This is an optimization exercise on Yosys and OpenROAD, whose aim is small area, a short achievable clock period and few clock cycles, not a production implementation. RTL that was checked went through simulation tests only; none was proved equivalent to the original. Power is estimated from default activity; no workload was simulated.

## proc
module proc ( 
   imem_addr, dmem_addr, dmem_wdata, dmem_wr, halt,
   clk, rst, imem_data, dmem_rdata
   );
   input wire clk;
   input wire rst;
   output wire [15:0] imem_addr;
   input wire [15:0]  imem_data;
   output wire [15:0] dmem_addr;
   output wire [15:0] dmem_wdata;
   output wire        dmem_wr;
   input wire [15:0]  dmem_rdata;
   output wire        halt;
   reg [15:0] pc;         
   reg [15:0] ir;         
   reg        ev;         
   reg        halted;
   reg [15:0] m_res, m_wdata;    
   reg        m_wr, m_ld, m_we;
   reg [2:0]  m_rd;
   wire [4:0] op = imem_data[15:11];
   wire [1:0] fn = imem_data[1:0];
   wire f_halt = (op == 5'b00000);
   wire f_jmp  = (op == 5'b00100) | (op == 5'b00110);    
   wire f_jrx  = (op == 5'b00101) | (op == 5'b00111);    
   wire f_link = (op == 5'b00110) | (op == 5'b00111);    
   wire f_alui = (op[4:2] == 3'b010);
   wire f_br   = (op[4:2] == 3'b011);
   wire f_st   = (op == 5'b10000) | (op == 5'b10011);    
   wire f_ld   = (op == 5'b10001);
   wire f_slbi = (op == 5'b10010);
   wire f_stu  = (op == 5'b10011);
   wire f_shi  = (op[4:2] == 3'b101);
   wire f_lbi  = (op == 5'b11000);
   wire f_btr  = (op == 5'b11001);
   wire f_shr  = (op == 5'b11010);
   wire f_alur = (op == 5'b11011);
   wire f_set  = (op[4:2] == 3'b111);
   wire [1:0] f_aop = f_alur ? fn : op[1:0];    
   wire f_alu = f_alui | f_alur;
   wire f_wr_rt = f_alui | f_shi;
   wire f_wr_rs = f_lbi | f_slbi | f_stu;
   wire f_wr_rd = f_btr | f_shr | f_alur | f_set;
   wire [2:0] f_dst = f_wr_rt ? imem_data[7:5] : f_wr_rs ? imem_data[10:8] :
  ...
==> flow/config.mk <==
export PLATFORM = sky130hd
export DESIGN_NAME = proc
export DESIGN_NICKNAME = proc
export VERILOG_FILES = /design/flow/design.v
export SDC_FILE = /design/flow/constraint.sdc
export NUM_CORES = 4
export LEC_CHECK = 0
export CAP_MARGIN = 20
export CORE_MARGIN = 2
export CORE_UTILIZATION = 40
export SLEW_MARGIN = 20
==> flow/constraint.sdc <==
create_clock -name core_clock -period 12.0 [get_ports {clk}]
set_input_delay 2.4000 -clock core_clock [delete_from_list [all_inputs] [get_ports {clk}]]
set_output_delay 2.4000 -clock core_clock [all_outputs]
set_load 0.01 [all_outputs]
standard.sh (not shown) runs the stock make flow with config.mk's settings and CLKGATE_MAP_FILE= SYNTH_SCRIPT=/design/flow/synth_recipe.tcl, a recipe that flattens the netlist after the stock synthesis.
==> flow/flow/run.sh <==
#!/bin/bash
# Own layout flow: the standard layout (standard.sh, unchanged synthesis,
# floorplan, power grid and routing), with two settings changed:
#  - the port buffers are buf_2 cells (the standard flow picks clkdlybuf4s50_1);
#  - timing repair aims for SETUP_MARGIN ns of setup slack at the design's
#    clock period (the constraints themselves are unchanged).
# The make output goes to flow_make.log; each ORFS step logs under orfs/logs.
set -euo pipefail
SETUP_MARGIN=$(cat flow/margin.txt)
bash standard.sh "BUFFER_PORTS_ARGS=-buffer_cell sky130_fd_sc_hd__buf_2" \
     "SETUP_SLACK_MARGIN=$SETUP_MARGIN" finish > flow_make.log 2>&1
==> flow/flow/margin.txt <==
9.5
The first run completed with no timing, DRC or antenna violations.
Rerun with:
==> flow/run.sh (new file) <==
#!/bin/bash
# synth_recipe.tcl (not shown) runs the flow's synth.tcl, then flattens the netlist and writes it again
# the make line also repeats each setting of config.mk as NAME=value (left out here)
make -C /OpenROAD-flow-scripts/flow DESIGN_CONFIG=/design/flow/config.mk WORK_HOME=/design/flow/orfs CLKGATE_MAP_FILE= SYNTH_SCRIPT=/design/flow/synth_recipe.tcl finish
removed: flow/flow/run.sh
removed: flow/flow/margin.txt
removed: flow/standard.sh
Outcome: The new run completed with no timing, DRC or antenna violations; die area stays the same; via count is lower by about 8%; global-route usage is lower by 2.6 points; wire length is lower by 11%; synthesized area stays the same.
Rerun with:
==> flow/flow/run.sh (new file) <==
#!/bin/bash
# Own layout flow: the standard layout (standard.sh, unchanged synthesis,
# floorplan, power grid and routing), with two settings changed:
#  - the port buffers are buf_2 cells (the standard flow picks clkdlybuf4s50_1);
#  - timing repair aims for SETUP_MARGIN ns of setup slack at the design's
#    clock period (the constraints themselves are unchanged).
# The make output goes to flow_make.log; each ORFS step logs under orfs/logs.
set -euo pipefail
SETUP_MARGIN=$(cat flow/margin.txt)
bash standard.sh "BUFFER_PORTS_ARGS=-buffer_cell sky130_fd_sc_hd__buf_2" \
     "SETUP_SLACK_MARGIN=$SETUP_MARGIN" finish > flow_make.log 2>&1
==> flow/flow/margin.txt (new file) <==
8.5
==> flow/standard.sh (new file) <==
#!/bin/bash
# synth_recipe.tcl (not shown) runs the flow's synth.tcl, then flattens the netlist and writes it again
# the make line also repeats each setting of config.mk as NAME=value (left out here)
make -C /OpenROAD-flow-scripts/flow DESIGN_CONFIG=/design/flow/config.mk WORK_HOME=/design/flow/orfs CLKGATE_MAP_FILE= SYNTH_SCRIPT=/design/flow/synth_recipe.tcl "${@:-finish}"
removed: flow/run.sh
What happened: The new run passed the timing, design-rule and antenna checks; die area stays the same; wire length is higher by 7.0%; worst hold slack improves by 0.0067 ns; cell count rises by about 8%; worst setup slack is better by 1.5 ns; clock skew is about the same; count of clock-buffer cells in the layout falls by 2; fmax grows by 36%; core utilization went up by 5.8 points.
Rerun with:
==> flow/flow/margin.txt (replaced) <==
7.5
Result:
- die area is unchanged
- worst setup slack degrades by 0.32 ns
- routed wire length is lower by 6.8%
- worst hold slack barely changes
- register-to-register slack degrades by 0.32 ns
- sequential power rose by about 1%
- utilization shrinks by 6.0 points
- flip-flop and latch count does not change
No run of this note included a check of the RTL's function; only the layout flow was run.

* * *

Setup of v6:
proc, a different RTL version from the one above (not shown whole).
Size in the first run: ~1200 cells after synthesis, about 84 I/O pins, about 13000 µm² of cells after synthesis.
Design proc, start of the top module:
module proc ( 
   imem_addr, dmem_addr, dmem_wdata, dmem_wr, halt,
   clk, rst, imem_data, dmem_rdata
   );
   input wire clk;
   input wire rst;
   output wire [15:0] imem_addr;
   input wire [15:0]  imem_data;
   output wire [15:0] dmem_addr;
   output wire [15:0] dmem_wdata;
   output wire        dmem_wr;
   input wire [15:0]  dmem_rdata;
   output wire        halt;
   reg [15:0] pc;         
   reg [15:0] ir;         
   reg        ev;         
   reg        halted;
   reg [15:0] m_res, m_wdata;    
   reg        m_wr, m_ld, m_we;
   reg [2:0]  m_rd;
   wire [4:0] op = imem_data[15:11];
   wire [1:0] fn = imem_data[1:0];
   wire f_halt = (op == 5'b00000);
   wire f_jmp  = (op == 5'b00100) | (op == 5'b00110);    
   wire f_jrx  = (op == 5'b00101) | (op == 5'b00111);    
   wire f_link = (op == 5'b00110) | (op == 5'b00111);    
   wire f_alui = (op[4:2] == 3'b010);
   wire f_br   = (op[4:2] == 3'b011);
   wire f_st   = (op == 5'b10000) | (op == 5'b10011);    
   wire f_ld   = (op == 5'b10001);
   wire f_slbi = (op == 5'b10010);
   wire f_stu  = (op == 5'b10011);
   wire f_shi  = (op[4:2] == 3'b101);
   wire f_lbi  = (op == 5'b11000);
   wire f_btr  = (op == 5'b11001);
   wire f_shr  = (op == 5'b11010);
   wire f_alur = (op == 5'b11011);
   wire f_set  = (op[4:2] == 3'b111);
   wire [1:0] f_aop = f_alur ? fn : op[1:0];    
   wire f_alu = f_alui | f_alur;
   wire f_wr_rt = f_alui | f_shi;
   wire f_wr_rs = f_lbi | f_slbi | f_stu;
   wire f_wr_rd = f_btr | f_shr | f_alur | f_set;
   wire [2:0] f_dst = f_wr_rt ? imem_data[7:5] : f_wr_rs ? imem_data[10:8] :
                      f_wr_rd ? imem_data[4:2] : 3'd7;
  ...
export LEC_CHECK = 0
export CAP_MARGIN = 20
export CORE_MARGIN = 2
export CORE_UTILIZATION = 70
export CTS_CLUSTER_DIAMETER = 100
export CTS_CLUSTER_SIZE = 25
export SLEW_MARGIN = 20
create_clock -name core_clock -period 12.0 [get_ports {clk}]
==> flow/flow/run.sh <==
#!/bin/bash
# Own layout flow: the standard layout (standard.sh, unchanged synthesis,
# floorplan, power grid and routing), with two settings changed:
#  - the port buffers are the cell named in flow/iobuf.txt (the standard flow
#    picks clkdlybuf4s50_1);
set -euo pipefail
SETUP_MARGIN=$(cat flow/margin.txt)
IOBUF=$(cat flow/iobuf.txt)
bash standard.sh "BUFFER_PORTS_ARGS=-buffer_cell $IOBUF" \
     "SETUP_SLACK_MARGIN=$SETUP_MARGIN" finish > flow_make.log 2>&1
==> flow/flow/iobuf.txt <==
sky130_fd_sc_hd__buf_2
==> flow/flow/margin.txt <==
8.25
Testbench counts of v6, summed over its fixed seeds: cycles 68,275.
> inputs changed (v6 -> v7)
Settings: changing CORE_UTILIZATION from 70 to 80.
Notes after the runs:
Area of the mapped netlist came out exactly the same in v7 and v6.
Stage in which a tool error killed v7: global routing.
v7 against v6: async set-reset flop share out of synthesis level; worst slack after detailed placement moved up; routability congestion estimate moved down; post-synthesis instance total level.
Number of gates resized after cts (v7 vs. v6) increases by more than half
Diff v7..v6 | xor and xnor area share after synthesis | unchanged
For the number of instances in the placed design, v7 came in 19 lower than v6 did.

* * *

## 02-26
Starting RTL as in the previous note.
export LEC_CHECK = 0
export CAP_MARGIN = 20
export CORE_MARGIN = 2
export CORE_UTILIZATION = 40
export SLEW_MARGIN = 20
create_clock -name core_clock -period 12.0 [get_ports {clk}]
==> flow/flow/run.sh <==
#!/bin/bash
# Own layout flow: the standard layout (standard.sh, unchanged synthesis,
# floorplan, power grid and routing), with two settings changed:
#  - the port buffers are buf_2 cells (the standard flow picks clkdlybuf4s50_1);
#  - timing repair aims for SETUP_MARGIN ns of setup slack at the design's
#    clock period (the constraints themselves are unchanged).
# The make output goes to flow_make.log; each ORFS step logs under orfs/logs.
set -euo pipefail
SETUP_MARGIN=$(cat flow/margin.txt)
bash standard.sh "BUFFER_PORTS_ARGS=-buffer_cell sky130_fd_sc_hd__buf_2" \
     "SETUP_SLACK_MARGIN=$SETUP_MARGIN" finish > flow_make.log 2>&1
==> flow/flow/margin.txt <==
8.0
02-26 reached the final stage; the timing, design-rule and antenna checks on its layout passed.
Testbench counts of 02-26, summed over its fixed seeds: cycles 68,275.
Here is what was changed in the inputs of 01-22 compared with 02-26.
- CORE_UTILIZATION: 40 -> 70
- CTS_CLUSTER_SIZE: unset -> 25
- CTS_CLUSTER_DIAMETER: unset -> 100
==> flow/flow/run.sh <==
#!/bin/bash
# Own layout flow: the standard layout (standard.sh, unchanged synthesis,
# floorplan, power grid and routing), with two settings changed:
#  - the port buffers are the cell named in flow/iobuf.txt (the standard flow
#    picks clkdlybuf4s50_1);
set -euo pipefail
SETUP_MARGIN=$(cat flow/margin.txt)
IOBUF=$(cat flow/iobuf.txt)
bash standard.sh "BUFFER_PORTS_ARGS=-buffer_cell $IOBUF" \
     "SETUP_SLACK_MARGIN=$SETUP_MARGIN" finish > flow_make.log 2>&1
==> flow/flow/iobuf.txt (new file) <==
sky130_fd_sc_hd__buf_2
Results
Summary of 01-22 over 02-26: total power shrank by about 13%, time the final worst path needs with I/O delays and setup grew by 0.043 ns, setup slack shrank by 0.043 ns, sequential cell fraction of total power grew by 6.1 points, area added between synthesis and finish shrank by 5.8 points.
Diff 02-26 -> 01-22 | die height | down by more than 10%
02-26 → 01-22: clock latency at the later pin of the worst-skew pair decreased 0.03 ns; die width lost 24%.
Startpoint of the worst setup timing path = rst: 01-22; startpoint of the worst setup timing path = d_sb[1]: 02-26

* * *

north:
The RTL this note starts from:
==> flow/design.v <==
`default_nettype none
module regFile (clk, rst, sa, sb, rdata_a, rdata_b, we, waddr, wdata);
   input wire        clk, rst;
   input wire [7:0]  sa, sb;
   output wire [15:0] rdata_a, rdata_b;
   input wire        we;
   input wire [2:0]  waddr;
   input wire [15:0] wdata;
   wire [7:0]  wsel = we ? (8'd1 << waddr) : 8'd0;
   wire [15:0] wd = rst ? 16'd0 : wdata;
   wire [15:0] r [0:7];
   genvar g;
   generate
      for (g = 0; g < 8; g = g + 1) begin : rg
         reg [15:0] q;
         always @(posedge clk)
            if (wsel[g] | rst) q <= wd;
         assign r[g] = q;
      end
   endgenerate
   reg [15:0] oa, ob;
   integer i;
   always @(*) begin
      oa = 16'd0; ob = 16'd0;
      for (i = 0; i < 8; i = i + 1) begin
         oa = oa | ({16{sa[i]}} & r[i]);
         ob = ob | ({16{sb[i]}} & r[i]);
      end
   end
   assign rdata_a = oa;
   assign rdata_b = ob;
endmodule
`default_nettype wire
`default_nettype none
module alu (a, b, inv_a, sh_op, sel_add, sel_xor, sel_andn, sel_sh, sel_set,
            set_op, sum, res);
   input wire [15:0] a;        
   input wire [15:0] b;        
   input wire        inv_a;    
   input wire [1:0]  sh_op;    
   input wire        sel_add, sel_xor, sel_andn, sel_sh, sel_set;
   input wire [1:0]  set_op;   
   output wire [15:0] sum;
   output wire [15:0] res;
   wire [15:0] x = a ^ {16{inv_a}};
   wire [16:0] s17 = {1'b0, x} + {1'b0, b} + {16'd0, inv_a};
   assign sum = s17[15:0];
   wire cout = s17[16];
   wire b_ge_a = (a[15] ^ b[15]) ? b[15] == 1'b0 : ~sum[15];
   wire eq = (a == b);
   wire setbit = (set_op == 2'b00) ? eq :
                 (set_op == 2'b01) ? (b_ge_a & ~eq) :
                 (set_op == 2'b10) ? b_ge_a :
                                     cout;
   wire [3:0] s = b[3:0];
   wire       right = sh_op[1];
   wire [3:0] amt = right ? (4'd0 - s) : s;
   wire [15:0] r0 = amt[0] ? {a[14:0], a[15]}     : a;
   wire [15:0] r1 = amt[1] ? {r0[13:0], r0[15:14]} : r0;
   wire [15:0] r2 = amt[2] ? {r1[11:0], r1[15:12]} : r1;
   wire [15:0] r3 = amt[3] ? {r2[7:0], r2[15:8]}   : r2;
   reg [15:0] keep_l;    
   integer i;
   always @(*)
      for (i = 0; i < 16; i = i + 1) keep_l[i] = (i >= s);
   wire [15:0] keep_r;   
   genvar g;
   generate for (g = 0; g < 16; g = g + 1) begin : rv
      assign keep_r[g] = keep_l[15 - g];
   end endgenerate
   wire [15:0] mask = ~sh_op[0] ? 16'hffff : right ? keep_r : keep_l;
   wire [15:0] shres = r3 & mask;
   assign res = ({16{sel_add}}  & sum) |
                ({16{sel_xor}}  & (a ^ b)) |
                ({16{sel_andn}} & (a & ~b)) |
                ({16{sel_sh}}   & shres) |
                {15'd0, sel_set & setbit};
endmodule
`default_nettype wire
`default_nettype none
module proc ( 
   imem_addr, dmem_addr, dmem_wdata, dmem_wr, halt,
   clk, rst, imem_data, dmem_rdata
   );
   input wire clk;
   input wire rst;
   output wire [15:0] imem_addr;
   input wire [15:0]  imem_data;
   output wire [15:0] dmem_addr;
   output wire [15:0] dmem_wdata;
   output wire        dmem_wr;
   input wire [15:0]  dmem_rdata;
   output wire        halt;
   reg [15:0] pc;         
   reg [15:0] ir;         
   reg        ev;         
   reg        halted;
   reg [15:0] m_res, m_wdata;    
   reg        m_wr, m_ld, m_we;
   reg [2:0]  m_rd;
   wire [4:0] op = imem_data[15:11];
   wire [1:0] fn = imem_data[1:0];
   wire f_halt = (op == 5'b00000);
   wire f_jmp  = (op == 5'b00100) | (op == 5'b00110);    
   wire f_jrx  = (op == 5'b00101) | (op == 5'b00111);    
   wire f_link = (op == 5'b00110) | (op == 5'b00111);    
   wire f_alui = (op[4:2] == 3'b010);
   wire f_br   = (op[4:2] == 3'b011);
   wire f_st   = (op == 5'b10000) | (op == 5'b10011);    
   wire f_ld   = (op == 5'b10001);
   wire f_slbi = (op == 5'b10010);
   wire f_stu  = (op == 5'b10011);
   wire f_shi  = (op[4:2] == 3'b101);
   wire f_lbi  = (op == 5'b11000);
   wire f_btr  = (op == 5'b11001);
   wire f_shr  = (op == 5'b11010);
   wire f_alur = (op == 5'b11011);
   wire f_set  = (op[4:2] == 3'b111);
   wire [1:0] f_aop = f_alur ? fn : op[1:0];    
   wire f_alu = f_alui | f_alur;
   wire f_wr_rt = f_alui | f_shi;
   wire f_wr_rs = f_lbi | f_slbi | f_stu;
   wire f_wr_rd = f_btr | f_shr | f_alur | f_set;
   wire [2:0] f_dst = f_wr_rt ? imem_data[7:5] : f_wr_rs ? imem_data[10:8] :
                      f_wr_rd ? imem_data[4:2] : 3'd7;
   wire f_sx5 = (f_alui & ~op[1]) | (op[4:2] == 3'b100);    
   wire f_ihi = f_sx5 & imem_data[4];
   wire f_ctl = f_jmp | f_jrx | f_br | f_lbi;    
   wire f_apc = f_jmp | f_br;            
   wire [2:0] f_rs = imem_data[10:8];
   wire [2:0] f_rb = f_br ? imem_data[10:8] : imem_data[7:5];
   wire f_fw = ev & d_we & ~d_ld;
   wire f_fa = f_fw & (d_dst == f_rs);
   wire f_fb = f_fw & (d_dst == f_rb);
   reg        d_use_imm, d_inv_a, d_add, d_xor, d_andn, d_sh, d_set, d_btr,
              d_slbi, d_link, d_we, d_ld, d_st, d_halt, d_br, d_jmp, d_jrx, d_apc;
   reg [1:0]  d_sh_op;
   reg [2:0]  d_dst;
   reg [2:0]  d_rb;       
   reg [7:0]  d_sa, d_sb;   
   reg        d_fa, d_fb;   
   reg [2:0]  d_imm75;    
   reg [2:0]  d_imm108;   
   reg        d_imms;     
   always @(posedge clk) begin
      ir        <= imem_data;
      d_use_imm <= ~(op[4] & op[3]) | f_lbi;
      d_inv_a   <= (f_alu & (f_aop == 2'b01)) | (f_set & (op[1] ^ op[0]));
      d_add     <= (f_alu & ~f_aop[1]) | (op[4:2] == 3'b100 & ~(op[1] & ~op[0])) | f_lbi;
      d_xor     <= f_alu & (f_aop == 2'b10);
      d_andn    <= f_alu & (f_aop == 2'b11);
      d_sh      <= f_shi | f_shr;
      d_sh_op   <= f_shi ? op[1:0] : fn;
      d_set     <= f_set;
      d_btr     <= f_btr;
      d_slbi    <= f_slbi;
      d_link    <= f_link;
      d_we      <= f_wr_rt | f_wr_rs | f_wr_rd | f_link | f_ld;
      d_dst     <= f_ld ? imem_data[7:5] : f_dst;
      d_ld      <= f_ld;
      d_st      <= f_st;
      d_halt    <= f_halt;
      d_br      <= f_br;
      d_jmp     <= f_jmp;
      d_jrx     <= f_jrx;
      d_apc     <= f_apc;
      d_rb      <= f_rb;
      d_sa      <= (8'd1 << f_rs) & {8{~f_fa & ~f_apc & ~f_lbi}};
      d_sb      <= (8'd1 << f_rb) & {8{~f_fb}};
      d_fa      <= f_fa & ~f_apc & ~f_lbi;
      d_fb      <= f_fb;
      d_imm75   <= f_ctl ? imem_data[7:5] : {3{f_ihi}};
      d_imm108  <= f_jmp ? imem_data[10:8] : f_ctl ? {3{imem_data[7]}} : {3{f_ihi}};
      d_imms    <= f_jmp ? imem_data[10] : f_ctl ? imem_data[7] : f_ihi;
   end
   wire [2:0] rt = ir[7:5];
   wire [15:0] rfa, rfb;
   wire        rf_we;
   wire [2:0]  rf_wa;
   wire [15:0] rf_wd;
   regFile RF(.clk(clk), .rst(rst), .sa(d_sa), .sb(d_sb), .rdata_a(rfa), .rdata_b(rfb),
              .we(rf_we), .waddr(rf_wa), .wdata(rf_wd));
   wire [15:0] ra_d = rfa | ({16{d_fa}} & m_res) | ({16{d_apc}} & pc);
   wire [15:0] rb_d = rfb | ({16{d_fb}} & m_res);
   wire [15:0] imm = {{5{d_imms}}, d_imm108, d_imm75, ir[4:0]};
   wire [15:0] opb = d_use_imm ? imm : rb_d;
   wire [15:0] sum, alu_res;
   alu ALU(.a(ra_d), .b(opb), .inv_a(d_inv_a), .sh_op(d_sh_op), .sel_add(d_add),
           .sel_xor(d_xor), .sel_andn(d_andn), .sel_sh(d_sh), .sel_set(d_set),
           .set_op(ir[12:11]), .sum(sum), .res(alu_res));
   wire [15:0] btr;
   genvar g;
   generate for (g = 0; g < 16; g = g + 1) begin : bt
      assign btr[g] = ra_d[15 - g];
   end endgenerate
   wire [15:0] e_res = alu_res |
                       ({16{d_btr}}  & btr) |
                       ({16{d_slbi}} & {ra_d[7:0], ir[7:0]}) |
                       ({16{d_link}} & pc);
   wire zero = (rb_d == 16'd0);
   wire cond = (ir[12:11] == 2'b00) ? zero :
               (ir[12:11] == 2'b01) ? ~zero :
               (ir[12:11] == 2'b10) ? rb_d[15] : ~rb_d[15];
   wire taken = ev & (d_jmp | d_jrx | (d_br & cond));
   wire [15:0] target = sum;
   wire e_halt = ev & d_halt;
   wire f_hz = (imem_data[10:8] == rt) | (imem_data[7:5] == rt);
   wire stop = (ev & ((d_ld & f_hz) | d_halt)) | halted;
   wire [15:0] pc_inc = pc + 16'd2;
   assign rf_we = m_we;
   assign rf_wa = m_rd;
   assign rf_wd = m_ld ? dmem_rdata : m_res;
   always @(posedge clk) begin
      m_res   <= e_res;
      m_wdata <= rb_d;
      m_rd    <= d_dst;
      if (rst) begin
         pc     <= 16'd0;
         ev     <= 1'b0;
         halted <= 1'b0;
         m_wr   <= 1'b0;
         m_ld   <= 1'b0;
         m_we   <= 1'b0;
      end else begin
         pc     <= taken ? target : stop ? pc : pc_inc;
         ev     <= ~taken & ~stop;
         halted <= halted | e_halt;
         m_wr   <= ev & d_st;
         m_ld   <= ev & d_ld;
         m_we   <= ev & d_we;
      end
   end
   assign imem_addr  = pc;
   assign dmem_addr  = m_res;
   assign dmem_wdata = m_wdata;
   assign dmem_wr    = m_wr;
   assign halt       = e_halt | halted;
endmodule  
`default_nettype wire
Settings: LEC_CHECK=0, CAP_MARGIN=20, CORE_MARGIN=2, CORE_UTILIZATION=60, SLEW_MARGIN=20; clock period 12.0 ns.
==> flow/flow/run.sh <==
#!/bin/bash
# Own layout flow: the standard layout (standard.sh, unchanged synthesis,
# floorplan, power grid and routing), with two settings changed:
#  - the port buffers are buf_2 cells (the standard flow picks clkdlybuf4s50_1);
#  - timing repair aims for SETUP_MARGIN ns of setup slack at the design's
#    clock period (the constraints themselves are unchanged).
# The make output goes to flow_make.log; each ORFS step logs under orfs/logs.
set -euo pipefail
SETUP_MARGIN=$(cat flow/margin.txt)
bash standard.sh "BUFFER_PORTS_ARGS=-buffer_cell sky130_fd_sc_hd__buf_2" \
     "SETUP_SLACK_MARGIN=$SETUP_MARGIN" finish > flow_make.log 2>&1
Scripts as last shown in full above: flow/flow/margin.txt
Testbench counts of north, summed over its fixed seeds: cycles 68,275.
Relative to north, the following input files were edited for south:
- CTS_BUF_LIST now sky130_fd_sc_hd__clkbuf_4 sky130_fd_sc_hd__clkbuf_8, previously not set
- CORE_UTILIZATION now 40, was 60
==> flow/flow/margin.txt <==
8.5
## What came out
Run comparison: north launching element of the worst setup path d_apc; south launching element of the worst setup path d_halt
Looking at internal cell power, south sits above north.
Across north and south, none had a timing, DRC or antenna violation.
north ended up with register to register as its critical path class; south ended up with register to primary output.
Of south and north, it is south that has the higher global-route wire length before repair.
Total power (north / south): 0.906
The higher area growth from synthesis to layout came out of south.
Compared with north, the router placed more vias in south.
For non-clock buffer count, dividing the value from north by the value from south gives 0.49.
Compared to north, south has global-route usage 10 points lower.
Edits applied to the flow inputs when going from south to east:
- CTS_CLUSTER_DIAMETER newly set to 100
- CORE_UTILIZATION changed from 40 to 70
- CTS_BUF_LIST removed (was sky130_fd_sc_hd__clkbuf_4 sky130_fd_sc_hd__clkbuf_8)
- CTS_CLUSTER_SIZE newly set to 25
==> flow/flow/run.sh <==
#!/bin/bash
# Own layout flow: the standard layout (standard.sh, unchanged synthesis,
# floorplan, power grid and routing), with two settings changed:
#  - the port buffers are the cell named in flow/iobuf.txt (the standard flow
#    picks clkdlybuf4s50_1);
set -euo pipefail
SETUP_MARGIN=$(cat flow/margin.txt)
IOBUF=$(cat flow/iobuf.txt)
bash standard.sh "BUFFER_PORTS_ARGS=-buffer_cell $IOBUF" \
     "SETUP_SLACK_MARGIN=$SETUP_MARGIN" finish > flow_make.log 2>&1
==> flow/flow/iobuf.txt (new file) <==
sky130_fd_sc_hd__buf_1
==> flow/flow/margin.txt <==
8.25
[summary]
east: done, clean on timing, DRC and antenna. Higher number of nets at the end of the flow goes to south over east. Going from south to east, summed area of non-filler cells in the final layout now sits lower; synthesis-to-finish area growth now sits lower; power now sits lower; critical path depth now sits higher.

-- what the ideal ports hide --
No port has a modelled driver above. Below, the same layouts with a new extraction and two added sets of constraints. Step 1 (the two cells are an assumption about what drives the block):
set clk [get_ports {clk}]
set_driving_cell -lib_cell sky130_fd_sc_hd__clkbuf_16 $clk
set_driving_cell -lib_cell sky130_fd_sc_hd__buf_2 [delete_from_list [all_inputs] $clk]
Step 2 times the ports against the registers' clock, not the clock port: input delays grow and output delays shrink by t, the midpoint of the rising clock arrivals with the driver on. a / b / c = no drivers / after step 1 / after step 2; a / b = the first two.
run	shift t [ns]	setup WS [ns]	hold WS [ns]	slew at the worst register clock pin (ns)	worst data-port slew with drivers (ns)
the first run of note 1	0.611	7.920 / 7.920 / 7.792	0.327 / 0.327 / 0.327	0.07 / 0.07	0.07
the second run of note 1	0.593	6.461 / 6.461 / 6.461	0.320 / 0.320 / 0.320	0.06 / 0.06	0.04
the third run of note 1	0.605	7.929 / 7.929 / 7.807	0.327 / 0.327 / 0.327	0.07 / 0.07	0.04
the fourth run of note 1	0.601	7.613 / 7.613 / 7.613	0.328 / 0.328 / 0.328	0.07 / 0.07	0.04
v6	0.535	8.215 / 8.209 / 7.705	0.433 / 0.433 / 0.433	0.11 / 0.11	0.06
02-26	0.587	8.100 / 8.079 / 7.618	0.394 / 0.394 / 0.394	0.07 / 0.07	0.04
01-22	0.547	8.057 / 8.045 / 7.533	0.422 / 0.422 / 0.422	0.11 / 0.11	0.05
north	0.583	8.111 / 8.109 / 7.563	0.409 / 0.409 / 0.409	0.07 / 0.07	0.04
south	0.585	8.405 / 8.356 / 7.898	0.416 / 0.416 / 0.416	0.07 / 0.07	0.06
east	0.532	8.238 / 8.203 / 7.735	0.412 / 0.412 / 0.412	0.10 / 0.10	0.04
After both steps setup and hold are still met in every run listed. The setup slack of north, which loses most, moves by -0.002 ns with the drivers and by -0.548 ns with both steps.
